What follows belongs to an exercise in optimizing a design on an open flow for small area and a short achievable clock period; a production flow would make more cautious choices.
Where RTL was checked, it was by simulation tests only, not by an equivalence proof against the original.

==> v28 <==
## AccumulatorScale
module AccumulatorScale(
  input         clock,
  input         reset,
  output        io_in_ready,
  input         io_in_valid,
  input  [31:0] io_in_bits_acc_read_resp_data_0_0,
  input  [31:0] io_in_bits_acc_read_resp_data_1_0,
  input  [31:0] io_in_bits_acc_read_resp_data_2_0,
  input  [31:0] io_in_bits_acc_read_resp_data_3_0,
  input  [31:0] io_in_bits_acc_read_resp_data_4_0,
  input  [31:0] io_in_bits_acc_read_resp_data_5_0,
  input  [31:0] io_in_bits_acc_read_resp_data_6_0,
  input  [31:0] io_in_bits_acc_read_resp_data_7_0,
  input         io_in_bits_acc_read_resp_fromDMA,
  input  [31:0] io_in_bits_acc_read_resp_scale_bits,
  input  [2:0]  io_in_bits_acc_read_resp_act,
  input  [1:0]  io_in_bits_acc_read_resp_acc_bank_id,
  input         io_out_ready,
  output        io_out_valid,
  output [31:0] io_out_bits_full_data_0_0,
  output [31:0] io_out_bits_full_data_1_0,
  output [31:0] io_out_bits_full_data_2_0,
  output [31:0] io_out_bits_full_data_3_0,
  output [31:0] io_out_bits_full_data_4_0,
  output [31:0] io_out_bits_full_data_5_0,
  output [31:0] io_out_bits_full_data_6_0,
  output [31:0] io_out_bits_full_data_7_0,
  output [7:0]  io_out_bits_data_0_0,
  output [7:0]  io_out_bits_data_1_0,
  output [7:0]  io_out_bits_data_2_0,
  output [7:0]  io_out_bits_data_3_0,
  output [7:0]  io_out_bits_data_4_0,
  output [7:0]  io_out_bits_data_5_0,
  output [7:0]  io_out_bits_data_6_0,
  output [7:0]  io_out_bits_data_7_0,
  output [1:0]  io_out_bits_acc_bank_id,
  output        io_out_bits_fromDMA
);
==> module AccumulatorScale, before the edit <==
module AccumulatorScale(
  input         clock,
  input         reset,
  output        io_in_ready,
  input         io_in_valid,
  input  [31:0] io_in_bits_acc_read_resp_data_0_0,
  input  [31:0] io_in_bits_acc_read_resp_data_1_0,
  input  [31:0] io_in_bits_acc_read_resp_data_2_0,
  input  [31:0] io_in_bits_acc_read_resp_data_3_0,
  input  [31:0] io_in_bits_acc_read_resp_data_4_0,
  input  [31:0] io_in_bits_acc_read_resp_data_5_0,
  input  [31:0] io_in_bits_acc_read_resp_data_6_0,
  input  [31:0] io_in_bits_acc_read_resp_data_7_0,
  input         io_in_bits_acc_read_resp_fromDMA,
  input  [31:0] io_in_bits_acc_read_resp_scale_bits,
  input  [2:0]  io_in_bits_acc_read_resp_act,
  input  [1:0]  io_in_bits_acc_read_resp_acc_bank_id,
  input         io_out_ready,
  output        io_out_valid,
  output [31:0] io_out_bits_full_data_0_0,
  output [31:0] io_out_bits_full_data_1_0,
  output [31:0] io_out_bits_full_data_2_0,
  output [31:0] io_out_bits_full_data_3_0,
  output [31:0] io_out_bits_full_data_4_0,
  output [31:0] io_out_bits_full_data_5_0,
  output [31:0] io_out_bits_full_data_6_0,
  output [31:0] io_out_bits_full_data_7_0,
  output [7:0]  io_out_bits_data_0_0,
  output [7:0]  io_out_bits_data_1_0,
  output [7:0]  io_out_bits_data_2_0,
  output [7:0]  io_out_bits_data_3_0,
  output [7:0]  io_out_bits_data_4_0,
  output [7:0]  io_out_bits_data_5_0,
  output [7:0]  io_out_bits_data_6_0,
  output [7:0]  io_out_bits_data_7_0,
  output [1:0]  io_out_bits_acc_bank_id,
  output        io_out_bits_fromDMA
);
  reg          valid_0, valid_1, valid_2, valid_3, valid_4, valid_5, valid_6, valid_7;
  wire [7:0]   valid = {valid_7, valid_6, valid_5, valid_4, valid_3, valid_2, valid_1, valid_0};
  wire [7:0]   stalled;
  assign stalled[7] = valid_7 & ~io_out_ready;
  genvar g;
  generate for (g = 0; g < 7; g = g + 1) begin : stall_chain
    assign stalled[g] = valid[g] & stalled[g + 1];
  end endgenerate
  wire         load0 = io_in_valid & ~stalled[0];
  assign io_in_ready  = ~stalled[0];
  assign io_out_valid = valid_7;
  always @(posedge clock) begin
    if (reset) begin
      valid_0 <= 1'b0; valid_1 <= 1'b0; valid_2 <= 1'b0; valid_3 <= 1'b0;
      valid_4 <= 1'b0; valid_5 <= 1'b0; valid_6 <= 1'b0; valid_7 <= 1'b0;
    end else begin
      valid_0 <= load0 | stalled[1] & valid_0;
      valid_1 <= valid_0 | stalled[2] & valid_1;
      valid_2 <= valid_1 | stalled[3] & valid_2;
      valid_3 <= valid_2 | stalled[4] & valid_3;
      valid_4 <= valid_3 | stalled[5] & valid_4;
      valid_5 <= valid_4 | stalled[6] & valid_5;
      valid_6 <= valid_5 | stalled[7] & valid_6;
      valid_7 <= valid_6 | ~io_out_ready & valid_7;
    end
  end
  reg [255:0] fd0, fd1, fd2, fd3, fd4, fd5, fd6, fd7;
  reg [2:0]   sb0, sb1, sb2, sb3, sb4, sb5, sb6, sb7;
  reg [32:0]  sc0, sc1, sc2, sc3, sc4, sc5, sc6;
  reg [63:0]  res7;
  wire [63:0] res6;
  always @(posedge clock) begin
    if (load0) begin
      fd0 <= {io_in_bits_acc_read_resp_data_7_0, io_in_bits_acc_read_resp_data_6_0, io_in_bits_acc_read_resp_data_5_0, io_in_bits_acc_read_resp_data_4_0, io_in_bits_acc_read_resp_data_3_0, io_in_bits_acc_read_resp_data_2_0, io_in_bits_acc_read_resp_data_1_0, io_in_bits_acc_read_resp_data_0_0};
      sb0 <= {io_in_bits_acc_read_resp_acc_bank_id, io_in_bits_acc_read_resp_fromDMA};
      sc0 <= {io_in_bits_acc_read_resp_act == 3'd1, io_in_bits_acc_read_resp_scale_bits};
    end
    if (~stalled[1]) begin fd1 <= fd0; sb1 <= sb0; sc1 <= sc0; end
    if (~stalled[2]) begin fd2 <= fd1; sb2 <= sb1; sc2 <= sc1; end
    if (~stalled[3]) begin fd3 <= fd2; sb3 <= sb2; sc3 <= sc2; end
    if (~stalled[4]) begin fd4 <= fd3; sb4 <= sb3; sc4 <= sc3; end
    if (~stalled[5]) begin fd5 <= fd4; sb5 <= sb4; sc5 <= sc4; end
    if (~stalled[6]) begin fd6 <= fd5; sb6 <= sb5; sc6 <= sc5; end
    if (~stalled[7]) begin fd7 <= fd6; sb7 <= sb6; res7 <= res6; end
  end
  ScaleRow scale_row (
    .x     (fd6),
    .relu  (sc6[32]),
    .scale (sc6[31:0]),
    .y     (res6)
  );
  assign io_out_bits_full_data_0_0 = fd7[31:0];
  assign io_out_bits_full_data_1_0 = fd7[63:32];
  assign io_out_bits_full_data_2_0 = fd7[95:64];
  assign io_out_bits_full_data_3_0 = fd7[127:96];
  assign io_out_bits_full_data_4_0 = fd7[159:128];
  assign io_out_bits_full_data_5_0 = fd7[191:160];
  assign io_out_bits_full_data_6_0 = fd7[223:192];
  assign io_out_bits_full_data_7_0 = fd7[255:224];
  assign io_out_bits_data_0_0 = res7[7:0];
  assign io_out_bits_data_1_0 = res7[15:8];
  assign io_out_bits_data_2_0 = res7[23:16];
  assign io_out_bits_data_3_0 = res7[31:24];
  assign io_out_bits_data_4_0 = res7[39:32];
  assign io_out_bits_data_5_0 = res7[47:40];
  assign io_out_bits_data_6_0 = res7[55:48];
  assign io_out_bits_data_7_0 = res7[63:56];
  assign io_out_bits_fromDMA     = sb7[0];
  assign io_out_bits_acc_bank_id = sb7[2:1];
endmodule
clock: 48.0 ns
lec_check: 0
abc_area: 1
cap_margin: 20
core_margin: 2
core_utilization: 40
slew_margin: 20
synth_hierarchical: 1
synth_minimum_keep_size: 0
run.sh (not shown) runs the stock make flow with config.mk's settings and CLKGATE_MAP_FILE= SYNTH_SCRIPT=/design/flow/synth_recipe.tcl, a recipe that flattens the netlist after the stock synthesis.
==> v17: changes against v28 <==
--- a/flow/design.v
+++ b/flow/design.v
@@ -38,6 +38,5 @@
 );
-  reg          valid_0, valid_1, valid_2, valid_3, valid_4, valid_5, valid_6, valid_7;
-  wire [7:0]   valid = {valid_7, valid_6, valid_5, valid_4, valid_3, valid_2, valid_1, valid_0};
+  reg  [7:0]   valid;
   wire [7:0]   stalled;
-  assign stalled[7] = valid_7 & ~io_out_ready;
+  assign stalled[7] = valid[7] & ~io_out_ready;
   genvar g;
@@ -48,17 +47,6 @@
   assign io_in_ready  = ~stalled[0];
-  assign io_out_valid = valid_7;
+  assign io_out_valid = valid[7];
   always @(posedge clock) begin
-    if (reset) begin
-      valid_0 <= 1'b0; valid_1 <= 1'b0; valid_2 <= 1'b0; valid_3 <= 1'b0;
-      valid_4 <= 1'b0; valid_5 <= 1'b0; valid_6 <= 1'b0; valid_7 <= 1'b0;
-    end else begin
-      valid_0 <= load0 | stalled[1] & valid_0;
-      valid_1 <= valid_0 | stalled[2] & valid_1;
-      valid_2 <= valid_1 | stalled[3] & valid_2;
-      valid_3 <= valid_2 | stalled[4] & valid_3;
-      valid_4 <= valid_3 | stalled[5] & valid_4;
-      valid_5 <= valid_4 | stalled[6] & valid_5;
-      valid_6 <= valid_5 | stalled[7] & valid_6;
-      valid_7 <= valid_6 | ~io_out_ready & valid_7;
-    end
+    if (reset) valid <= 8'h0;
+    else valid <= {valid[6:0], load0} | (valid & stalled);
   end
==> run notes <==
Post-synth top area share: 31.4%
Most used cells in the layout excluding fill and tap cells: nand2_1 (11,300), inv_1 (5,149), edfxtp_1 (2,367)
Status: finished clean
Crit path DAT: 11.53 ns
Final antenna diode count: 26
Compound-cell area share of the yosys netlist: 4.31%
[end of results for v28]
==> run notes <==
Status: finished clean
Final antenna diode count: 36
Share of layout cells above drive strength 1: 11.8%
Compound-cell area share of the yosys netlist: 4.31%
Top sig layer: met5
Final core occ: 45.0%
Crit path DAT: 12.16 ns
Most used cells in the layout excluding fill and tap cells: nand2_1 (11,200), inv_1 (5,139), edfxtp_1 (2,367)
Post-synth top area share: 31.4%
[end of results for v17]
The RTL of v17 was laid out without a check of its function.

========
==> job 9759: inputs <==
AccumulatorScale, a different RTL version from the one above (not shown whole).
==> flow/design.v (excerpt) <==
module AccumulatorScale(
  input         clock,
  input         reset,
  output        io_in_ready,
  input         io_in_valid,
  input  [31:0] io_in_bits_acc_read_resp_data_0_0,
  input  [31:0] io_in_bits_acc_read_resp_data_1_0,
  input  [31:0] io_in_bits_acc_read_resp_data_2_0,
  input  [31:0] io_in_bits_acc_read_resp_data_3_0,
  input  [31:0] io_in_bits_acc_read_resp_data_4_0,
  input  [31:0] io_in_bits_acc_read_resp_data_5_0,
  input  [31:0] io_in_bits_acc_read_resp_data_6_0,
  input  [31:0] io_in_bits_acc_read_resp_data_7_0,
  input         io_in_bits_acc_read_resp_fromDMA,
  input  [31:0] io_in_bits_acc_read_resp_scale_bits,
  input  [2:0]  io_in_bits_acc_read_resp_act,
  input  [1:0]  io_in_bits_acc_read_resp_acc_bank_id,
  input         io_out_ready,
  output        io_out_valid,
  output [31:0] io_out_bits_full_data_0_0,
  output [31:0] io_out_bits_full_data_1_0,
  output [31:0] io_out_bits_full_data_2_0,
  output [31:0] io_out_bits_full_data_3_0,
  output [31:0] io_out_bits_full_data_4_0,
  output [31:0] io_out_bits_full_data_5_0,
  output [31:0] io_out_bits_full_data_6_0,
  output [31:0] io_out_bits_full_data_7_0,
  output [7:0]  io_out_bits_data_0_0,
  output [7:0]  io_out_bits_data_1_0,
  output [7:0]  io_out_bits_data_2_0,
  output [7:0]  io_out_bits_data_3_0,
  output [7:0]  io_out_bits_data_4_0,
  output [7:0]  io_out_bits_data_5_0,
  output [7:0]  io_out_bits_data_6_0,
  output [7:0]  io_out_bits_data_7_0,
  output [1:0]  io_out_bits_acc_bank_id,
  output        io_out_bits_fromDMA
);
  reg          valid_0, valid_1, valid_2, valid_3, valid_4, valid_5, valid_6, valid_7;
  ...
==> flow/config.mk <==
export PLATFORM = sky130hd
export DESIGN_NAME = AccumulatorScale
export DESIGN_NICKNAME = AccumulatorScale
export VERILOG_FILES = /design/flow/design.v
export SDC_FILE = /design/flow/constraint.sdc
export NUM_CORES = 8
export LEC_CHECK = 0
export ABC_AREA = 1
export CAP_MARGIN = 20
export CELL_PAD_IN_SITES_DETAIL_PLACEMENT = 1
export CELL_PAD_IN_SITES_GLOBAL_PLACEMENT = 1
export CORE_MARGIN = 2
export CORE_UTILIZATION = 48
export CTS_BUF_LIST = sky130_fd_sc_hd__clkbuf_16
export CTS_CLUSTER_DIAMETER = 80
export CTS_CLUSTER_SIZE = 30
export PLACE_DENSITY = 0.62
export SLEW_MARGIN = 20
export SYNTH_HIERARCHICAL = 1
export SYNTH_MINIMUM_KEEP_SIZE = 0
==> flow/constraint.sdc <==
create_clock -name core_clock -period 48.0 [get_ports {clock}]
set_input_delay 9.6000 -clock core_clock [delete_from_list [all_inputs] [get_ports {clock}]]
set_output_delay 9.6000 -clock core_clock [all_outputs]
set_load 0.01 [all_outputs]
standard.sh (not shown) runs the stock make flow with config.mk's settings and CLKGATE_MAP_FILE= SYNTH_SCRIPT=/design/flow/synth_recipe.tcl, a recipe that flattens the netlist after the stock synthesis.
==> flow/flow/run.sh <==
#!/bin/bash
# Layout flow: the standard ORFS flow (standard.sh) with two changes.
#  1. After the standard synthesis, every combinational cell is set to the
#     smallest drive strength of its family (downsize.py; same function and
#     pins, registers untouched); the layout's repair steps size up again
#     where timing or slew needs it.
#  2. Extra ORFS variables for the layout steps, from extra_vars.txt: the
#     cell used for the port buffers and the setup margin that timing repair
#     aims for.
# Each step's output goes to a log_*.log file in the work folder (and ORFS's
# own per-step logs under orfs/logs).
set -uo pipefail
W=$PWD
R=$W/orfs/results/sky130hd/AccumulatorScale/base
EXTRA_VARS="$(cat $W/flow/extra_vars.txt | tr '\n' ' ')"
sed "s|\"\${@:-finish}\"|$EXTRA_VARS \"\${@:-finish}\"|" standard.sh > $W/my_standard.sh
grep -q "SETUP_SLACK_MARGIN" $W/my_standard.sh || { echo "could not add the extra variables"; exit 1; }
bash $W/my_standard.sh synth > $W/log_synth.log 2>&1 || { echo "synthesis failed"; exit 1; }
cp $R/1_2_yosys.v $W/synth_1_2_yosys.v
if python3 $W/flow/downsize.py $FLOW_HOME/platforms/sky130hd/lib/sky130_fd_sc_hd__tt_025C_1v80.lib $W/synth_1_2_yosys.v $R/1_2_yosys.v > $W/log_downsize.log 2>&1; then
  rm -f $R/1_synth.odb $R/1_synth.sdc
  touch $R/1_2_yosys.v
else
  echo "downsize step failed; the synthesis netlist is used as it is"
  cp $W/synth_1_2_yosys.v $R/1_2_yosys.v
fi
bash $W/my_standard.sh finish > $W/log_layout.log 2>&1 || { echo "layout failed"; tail -20 $W/log_layout.log; exit 1; }
test -f out/final.def || { echo "no final.def"; exit 1; }
echo "done"
==> flow/flow/downsize.py <==
#!/usr/bin/env python3
"""Replace each combinational cell of a netlist by the smallest-area cell of
the same family (same name but for the drive-strength suffix) that has the
same pins. Flip-flops are left alone. Usage: downsize.py LIB IN OUT"""
import re, sys
lib = open(sys.argv[1]).read()

def group(text, start):
    i = text.index("{", start); d = 0
    for j in range(i, len(text)):
        if text[j] == "{": d += 1
        elif text[j] == "}":
            d -= 1
            if d == 0: return text[i + 1:j]

cells = {}
for m in re.finditer(r'\n    cell \("(sky130_fd_sc_hd__\w+)"\)', lib):
    body = group(lib, m.end())
    area = float(re.search(r'area : ([\d.]+)', body).group(1))
    pins = tuple(sorted(re.findall(r'\bpin \("(\w+)"\)', body)))
    dont = 'dont_use : true' in body
    cells[m.group(1)] = (area, pins, dont)
fam = {}
for c in cells:
    mm = re.match(r'(sky130_fd_sc_hd__[a-z0-9]+(?:_[a-z0-9]+)*?)_(\d+)$', c)
    if mm: fam.setdefault(mm.group(1), []).append(c)
best = {}
for f, cs in fam.items():
    for c in cs:
        opts = [d for d in cs if cells[d][1] == cells[c][1] and not cells[d][2]]
        best[c] = min(opts, key=lambda d: cells[d][0])
txt = open(sys.argv[2]).read()
skip = re.compile(r'df|dl|sdf|edf|clkbuf|clkdly|dlygate|dlymetal|conb|lpflow|probe|tap|fill|decap')
n = 0
lines = txt.split("\n")
for i, l in enumerate(lines):
    mm = re.match(r'^(\s*)(sky130_fd_sc_hd__\w+)(\s.*)$', l)
    if mm:
        c = mm.group(2)
        if not skip.search(c) and c in best and best[c] != c:
            lines[i] = mm.group(1) + best[c] + mm.group(3)
            n += 1
open(sys.argv[3], "w").write("\n".join(lines))
sys.stderr.write(f"downsized {n} cells\n")
==> flow/flow/extra_vars.txt <==
BUFFER_PORTS_ARGS="-buffer_cell sky130_fd_sc_hd__buf_1"
SETUP_SLACK_MARGIN=28.5
==> job 8289: changes against job 9759 <==
--- a/flow/design.v
+++ b/flow/design.v
@@ -276,53 +276,35 @@
   input         szero,   
   output [7:0]  y
 );
   wire sx, zx, inc;
   wire [4:0] lz;
   wire [23:0] T;
   assign sx = x[31] & ~relu;
-  wire [31:0] o1, o2, o3, o4, o5;
-  genvar i;
-  generate for (i = 0; i < 32; i = i + 1) begin : sk
-    assign o1[i] = (i % 2 >= 1)  ? x[i]  | x[(i / 2) * 2]           : x[i];
-    assign o2[i] = (i % 4 >= 2)  ? o1[i] | o1[(i / 4) * 4 + 1]      : o1[i];
-    assign o3[i] = (i % 8 >= 4)  ? o2[i] | o2[(i / 8) * 8 + 3]      : o2[i];
-    assign o4[i] = (i % 16 >= 8) ? o3[i] | o3[(i / 16) * 16 + 7]    : o3[i];
-    assign o5[i] = (i >= 16)     ? o4[i] | o4[15]                   : o4[i];
+  assign zx = ~|x | (x[31] & relu);
+  wire [31:0] below;    
+  assign below[0] = 1'b0;
+  genvar gi;
+  generate for (gi = 1; gi < 32; gi = gi + 1) begin : pfx
+    assign below[gi] = below[gi-1] | x[gi-1];
   end endgenerate
-  assign zx = ~o5[31] | (x[31] & relu);
-  wire [31:0] mag = x ^ ({o5[30:0], 1'b0} & {32{sx}});
-  wire [15:0] z2;
-  wire [7:0]  z4;
-  wire [3:0]  z8;
-  generate for (i = 0; i < 16; i = i + 1) begin : zz2
-    assign z2[i] = ~(mag[2*i] | mag[2*i+1]);
-  end endgenerate
-  generate for (i = 0; i < 8; i = i + 1) begin : zz4
-    assign z4[i] = z2[2*i] & z2[2*i+1];
-  end endgenerate
-  generate for (i = 0; i < 4; i = i + 1) begin : zz8
-    assign z8[i] = z4[2*i] & z4[2*i+1];
-  end endgenerate
-  wire l4 = z8[2] & z8[3];
-  wire l3 = l4 ? z8[1] : z8[3];
-  wire [1:0] lzsel43 = {l4, l3};
-  wire l2 = lzsel43 == 2'b11 ? z4[1] : lzsel43 == 2'b10 ? z4[3] : lzsel43 == 2'b01 ? z4[5] : z4[7];
-  wire [2:0] lzn42 = ~{l4, l3, l2};
-  wire l1 = z2[{lzn42, 1'b1}];
-  wire [3:0] lzn41 = ~{l4, l3, l2, l1};
-  wire l0 = ~mag[{lzn41, 1'b1}];
-  assign lz = {l4, l3, l2, l1, l0};
-  wire [31:0] n1 = l4 ? {mag[15:0], 16'd0} : mag;
-  wire [31:0] n2 = l3 ? {n1[23:0], 8'd0} : n1;
-  wire [31:0] n3 = l2 ? {n2[27:0], 4'd0} : n2;
-  wire [31:0] n4 = l1 ? {n3[29:0], 2'd0} : n3;
-  wire [30:0] n5 = l0 ? n4[29:0] << 1 : n4[30:0];
+  wire [31:0] mag = x ^ (below & {32{sx}});
+  wire z16 = ~|mag[31:16];
+  wire [31:0] n1 = z16 ? {mag[15:0], 16'd0} : mag;
+  wire z8 = ~|n1[31:24];
+  wire [31:0] n2 = z8 ? {n1[23:0], 8'd0} : n1;
+  wire z4 = ~|n2[31:28];
+  wire [31:0] n3 = z4 ? {n2[27:0], 4'd0} : n2;
+  wire z2 = ~|n3[31:30];
+  wire [31:0] n4 = z2 ? {n3[29:0], 2'd0} : n3;
+  wire z1 = ~n4[31];
+  wire [30:0] n5 = z1 ? n4[29:0] << 1 : n4[30:0];
+  assign lz = {z16, z8, z4, z2, z1};
   assign T = {1'b1, n5[30:8]};
-  assign inc = n5[7] & (n5[8] | (|n5[6:0]));
+  assign inc = n5[7] & (n5[8] | (|n5[6:0]));    
   wire [2:0] d0 = {1'b0, T[1:0]} + {2'b0, inc};
   wire e0_1 = d0 == 3'd1;
   wire e0_2 = d0 == 3'd2;
   wire e0_3 = d0 == 3'd3;
   wire e0_4 = d0[2];
   wire e1_1 = T[2] & ~T[3];
   wire e1_2 = ~T[2] & T[3];
==> flow/flow/run.sh (replaced) <==
#!/bin/bash
# Layout flow: the standard ORFS flow (standard.sh, synthesis included,
# unchanged) with extra ORFS variables for the layout steps, read from
# extra_vars.txt beside this script: the cell used for the port buffers and
# the setup margin that timing repair aims for.
# Each tool's output goes to log_layout.log in the work folder (and ORFS's
# own per-step logs under orfs/logs).
set -uo pipefail
W=$PWD
EXTRA_VARS="$(cat $W/flow/extra_vars.txt | tr '\n' ' ')"
sed "s|\"\${@:-finish}\"|$EXTRA_VARS \"\${@:-finish}\"|" standard.sh > $W/my_standard.sh
grep -q "SETUP_SLACK_MARGIN" $W/my_standard.sh || { echo "could not add the extra variables"; exit 1; }
bash $W/my_standard.sh finish > $W/log_layout.log 2>&1 || { echo "layout failed"; tail -20 $W/log_layout.log; exit 1; }
test -f out/final.def || { echo "no final.def"; exit 1; }
echo "done"
==> flow/flow/extra_vars.txt (replaced) <==
BUFFER_PORTS_ARGS="-buffer_cell sky130_fd_sc_hd__buf_1"
SETUP_SLACK_MARGIN=28
CORE_UTILIZATION = 30   (was 48)
CTS_BUF_LIST = sky130_fd_sc_hd__clkbuf_8   (was sky130_fd_sc_hd__clkbuf_16)
CTS_CLUSTER_DIAMETER = 50   (was 80)
CTS_CLUSTER_SIZE = 16   (was 30)
PLACE_DENSITY = 0.45   (was 0.62)
removed: flow/flow/downsize.py
==> job 7200: changes against job 9759 <==
CORE_UTILIZATION = 66   (was 48)
PLACE_DENSITY = 0.78   (was 0.62)
==> impl_results.md <==
* Bufs w/o clock at between 1000 and 1500
* Final setup TNS at 0 ps
* Initial antenna violation count at 41
* Commonest non-fill, non-tap cells in the layout: 4925 x nand2_1, 2367 x edfxtp_1, 1962 x inv_1
* Status: finished clean
* Final sequential cell count at between 2000 and 2500
* Logic inverters at between 2000 and 2500
* Slowest-stage cell, CP: buf_1
* Final WS setup at 28370 ps
# the run above: job 8289

==> impl_results.md <==
* Starting DRT DRC Count at roughly 20000
* Logic inverters at between 2000 and 2500
* Commonest non-fill, non-tap cells in the layout: 5218 x nand2_1, 2367 x edfxtp_1, 2259 x inv_1
* Chip Width at approximately 640 um
* Status: finished clean
* Slowest-stage cell, CP: buf_2
* Initial antenna violation count at 50
* Final sequential cell count at between 2000 and 2500
* Critical path type: in -> out
* Final WS setup at around 28000 ps
* Bufs w/o clock at 1156
# the run above: job 9759

==> impl_results.md <==
* Chip Width at between 500 and 600 um
* Halt Reason: [ERROR DPL-0033] detailed placement checks failed during check placement.
* HPWL after DPL at 667000 um
* Failed at: detailed placement (3_5_place_dp)
* Mapped Avg Cell Area at between 9 and 10 um2
* Port Buffers at roughly 620
* Status: did not finish
* Die Y at ~550 um
* Cells after Synth at around 21000
* GP Congestion at ~1.1
* Synthesis Warnings at 7
# the run above: job 7200

-- static timing again, ports no longer ideal --
Ports are ideal in the flow. The routed layouts listed here were re-timed in OpenROAD.
Step 1, drivers: a clkbuf_16 drives clock and a buf_2 each remaining input, both assumed.
Step 2, shift: input delay + t, output delay - t, t = (earliest + latest rising clock arrival at the registers) / 2. This alone moves slack from input paths to output paths.
Three values: ideal, step 1, step 2; two values: the first two.
| run | shift t [ns] | setup WS [ns] | worst hold slack (ns) | worst setup path at the end | slew at the worst register clock pin (ns) |
|---|---|---|---|---|---|
| v28 | 1.103 | 26.872 / 26.850 / 26.850 | 0.319 / 0.319 / 0.319 | input to output | 0.10 / 0.10 |
| v17 | 1.087 | 26.236 / 26.214 / 26.214 | 0.369 / 0.369 / 0.369 | input to output | 0.08 / 0.08 |
| job 9759 | 1.060 | 28.495 / 28.464 / 28.464 | 0.400 / 0.400 / 0.400 | input to output | 0.11 / 0.11 |
| job 8289 | 1.315 | 28.368 / 28.339 / 28.339 | 0.330 / 0.330 / 0.330 | input to output | 0.10 / 0.10 |
After both steps setup and hold are still met in every run listed. For job 9759, which loses most, drivers alone change the setup slack by -0.031 ns; drivers and shift together by -0.031 ns.
